Context: an optimization exercise on an open-source flow, tuned for small area, a short achievable clock period and few clock cycles. The choices shown serve that exercise and are no tape-out recipe. Function was checked by simulation only, so behaviour that the tests miss may differ from the original. Power figures rest on the tool's default switching activity, not on a simulated workload.

## cpu
module cpu(
    input clk,
    input rst,  
    output [9:0] imem_addr,    
    input [31:0] imem_rdata,   
    output [11:0] dmem_addr,   
    output [31:0] dmem_wdata,  
    output [3:0] dmem_wmask,   
    output dmem_we,            
    input [31:0] dmem_rdata,   
    output reg is_halted
);
For scale: ~660 flip-flops, about 41000 µm² of cells after synthesis.
export LEC_CHECK = 0
export ABC_AREA = 1
export CAP_MARGIN = 20
export CORE_MARGIN = 2
export CORE_UTILIZATION = 45
export CTS_CLUSTER_DIAMETER = 180
export CTS_CLUSTER_SIZE = 20
export SLEW_MARGIN = 20
create_clock -name core_clock -period 110.0 [get_ports {clk}]
standard.sh (not shown) runs the stock make flow with config.mk's settings and CLKGATE_MAP_FILE= SYNTH_SCRIPT=/design/flow/synth_recipe.tcl, a recipe that flattens the netlist after the stock synthesis.
==> flow/flow/run.sh <==
#!/bin/bash
# The standard layout with two changes:
#  - synthesis maps the logic with an area-oriented ABC script (flow/abc.script)
#    in place of ORFS's; everything else in synthesis is the standard flow's own script
#    (synth_recipe.tcl), so the registers are the standard synthesis's;
#  - the input and output ports get buf_4 buffers.
set -euo pipefail
W=$PWD
F=$W/flow
# synth_recipe.tcl, with yosys's abc command wrapped to use flow/abc.script
# and no delay target
{
  cat <<TCL
proc abc {args} {
  set i [lsearch -exact \$args -script]
  if {\$i >= 0} { set args [lreplace \$args \$i [expr {\$i + 1}] -script $F/abc.script] }
  set i [lsearch -exact \$args -D]
  if {\$i >= 0} { set args [lreplace \$args \$i [expr {\$i + 1}]] }
  yosys abc {*}\$args
}
TCL
  cat "$W/synth_recipe.tcl"
} > "$W/flow_synth.tcl"
export BUFFER_PORTS_ARGS="-buffer_cell sky130_fd_sc_hd__buf_4"
bash "$W/standard.sh" SYNTH_SCRIPT="$W/flow_synth.tcl" finish > "$W/standard.log" 2>&1
==> flow/flow/abc.script <==
strash
&get -n
&dch
&nf -p -R 1000
&put
topo
stime -c
upsize -c
dnsize -c
Testbench counts at the start, summed over its fixed seeds: cycles 56,928.
Then changed:
--- a/flow/design.v
+++ b/flow/design.v
@@ -118,28 +118,30 @@
     output dmem_we,            
     input [31:0] dmem_rdata,   
     output reg is_halted
 );
     reg [9:0] pc;      
     reg [9:0] pcn;     
     reg [31:0] ir;     
     reg ir_v;          
+    reg ir_pt;         
     reg [31:0] z;      
     reg [31:0] hi;
     reg busy;          
     reg [4:0] cnt;     
     reg w_we;          
     reg w_ld;          
     reg w_jal;         
     reg w_st;          
     reg w_half;        
     reg w_word;        
     reg [3:0] w_d;
     reg [31:0] sd;     
+    reg [11:0] ma;     
     reg half_on, word_on;  
     wire [5:0] op = ir[31:26];
     wire [3:0] mode = op[4:1];
     wire is_mov = (op[5:1] == 5'b00000);
     wire is_mem = (op[5:3] == 3'b011);
     wire is_alu = !op[5] && !is_mov && !is_mem;
     wire is_ld = is_mem && !op[0];
     wire is_st = is_mem && op[0];
@@ -251,30 +253,34 @@
     assign ml[36:19] = mco ? mh1 : mh0;
     wire [27:0] mh = busy ? hi[27:0] : 28'b0;
     wire [27:0] mhi;
     rca #(28) minc(.x(mh), .y(28'b0), .ci(1'b1), .s(mhi), .co());
     wire [31:0] mhn = {ml[36] ? mhi : mh, ml[35:32]};
     wire qb = as_co;
     wire [31:0] dr = qb ? as[31:0] : {hi[30:0], a[cnt]};
     wire md = is_mul || is_div;
-    wire md_triv = is_mul ? (a == 0 || y_zero) : (y_zero || bx < by);
+    wire d_one = (by == 6'd1);         
+    wire md_triv = is_mul ? (a == 0 || y_zero) : (y_zero || d_one || bx < by);
     wire md_fin = busy ? (cnt == 0) : (md_triv || (is_mul && ny == 0));
     wire e_v = ir_v && !is_halted;
     wire e_go = e_v && !lu;               
     wire e_done = e_go && (!md || md_fin);
-    wire redirect = e_done && ((is_beq && taken) || (is_bne && !taken));
-    wire [9:0] target = is_beq ? ir[9:0] : pcn;
+    wire redirect = e_done && is_br && (taken != ir_pt);
+    wire [9:0] target = taken ? ir[9:0] : pcn;
     wire fetch = !is_halted && (e_done || !ir_v);
     wire [5:0] fop = imem_rdata[31:26];
     wire f_jmp = (fop == 6'h22) || (fop == 6'h23) || (fop == 6'h24);
     wire f_bne = (fop == 6'h21);
+    wire f_beq = (fop == 6'h20);
+    wire sub_zero = e_done && is_alu && mode == 4'd2 && eq;
+    wire f_pt = f_bne ? !sub_zero : (f_beq && sub_zero);
     wire [9:0] pc4 = pc + 10'd4;
     assign imem_addr = pc;
-    assign dmem_addr = z[11:0];
+    assign dmem_addr = ma;
     assign dmem_wdata = sd;
     assign dmem_wmask = {~word_on, ~word_on, ~half_on, 1'b1};
     assign dmem_we = w_st;
     always @(posedge clk or negedge rst) begin
         if (rst == 1'b0) begin
             pc <= 0;
             ir_v <= 0;
             is_halted <= 0;
@@ -282,27 +288,29 @@
         else begin
             if (e_v && is_halt)
                 is_halted <= 1;
             if (redirect) begin
                 pc <= target;
                 ir_v <= 0;
             end
             else if (fetch) begin
-                pc <= f_bne ? imem_rdata[9:0] : (f_jmp ? imem_rdata[23:14] : pc4);
+                pc <= f_pt ? imem_rdata[9:0] : (f_jmp ? imem_rdata[23:14] : pc4);
                 ir_v <= 1;
             end
         end
     end
     always @(posedge clk) begin
         if (fetch && !redirect) begin
             ir <= imem_rdata;
+            ir_pt <= f_pt;
             pcn <= pc4;
         end
         sd <= is_jal ? {22'b0, pcn} : b;
+        ma <= as[11:0];
         w_d <= is_jal ? 4'd15 : rd;
         w_half <= op[2];
         w_word <= op[2] && op[1];
         half_on <= !op[2];
         word_on <= !(op[2] && op[1]);
     end
     always @(posedge clk or negedge rst) begin
         if (rst == 1'b0) begin
@@ -313,29 +321,30 @@
         end
         else begin
             w_we <= e_done && ((wr_d && rd != 0) || is_jal);
             w_ld <= e_done && is_ld;
             w_jal <= e_done && is_jal;
             w_st <= e_done && is_st;
         end
     end
-    wire d_triv = y_zero || bx < by;
+    wire d_triv = y_zero || d_one || bx < by;
     wire m_step = is_mul && !(!busy && md_triv);
     wire z_en = e_go && !is_mov && !is_halt;
     wire [31:0] z_n = ({32{is_alu && !md || is_mem}} & res)
                     | ({32{m_step}} & ml[31:0])
                     | {32{is_div && !busy && y_zero}}
+                    | ({32{is_div && !busy && d_one}} & a)
                     | ({32{is_div && busy}} & {z[30:0], qb})
                     | {31'b0, is_br && taken}
                     | ({32{is_j || is_jal}} & {20'b0, ir[25:14]})
                     | ({32{is_mfhi}} & hi);
     wire hi_en = e_go && md;
     wire [31:0] hi_n = ({32{m_step}} & mhn)
-                     | ({32{is_div && !busy && d_triv}} & a)
+                     | ({32{is_div && !busy && d_triv && !d_one}} & a)
                      | ({32{is_div && !busy && !d_triv}} & sh)
                      | ({32{is_div && busy}} & dr);
     always @(posedge clk or negedge rst) begin
         if (rst == 1'b0) begin
             z <= 0;
             hi <= 0;
         end
         else begin
The changed run completed without violations; wire length increases by a few percent; via count increases slightly; synthesized cell count increases slightly; setup slack is better by 200 ps; critical path depth does not change; clock skew decreases by 18 ps; total power increases by a few percent; sequential share of layout area decreases by 0.32 points; clock-buffer cell count increases by 2; non-clock buffer count increases by 22; sequential power stays flat; area after synthesis increases slightly.
Testbench counts after the change, summed over its fixed seeds: cycles 55,345.

-- re-timing with driven ports --
Ports are ideal in the flow. The routed layouts listed here were re-timed in OpenROAD.
Step 1 assumes that a clkbuf_16 drives the clock port and a buf_2 every other input.
Step 2 adds t to the input delays and takes it off the output delays; t is the mean of the earliest and latest rising clock arrival at the registers after step 1. Input paths then give back, and output paths get back, about the clock's delay inside the block.
a / b / c = no drivers / after step 1 / after step 2; a / b = the first two.
run | t, ns | setup WS [ns] | worst setup path at the end | slew at the worst register clock pin (ns)
the first run | 0.685 | 86.427 / 86.359 / 86.012 | input to register | 0.10 / 0.10
the second run | 0.689 | 86.624 / 86.557 / 86.047 | input to register | 0.11 / 0.11
After both steps setup and hold are still met in every run listed. The setup slack of the second run, which loses most, moves by -0.067 ns with the drivers and by -0.577 ns with both steps.
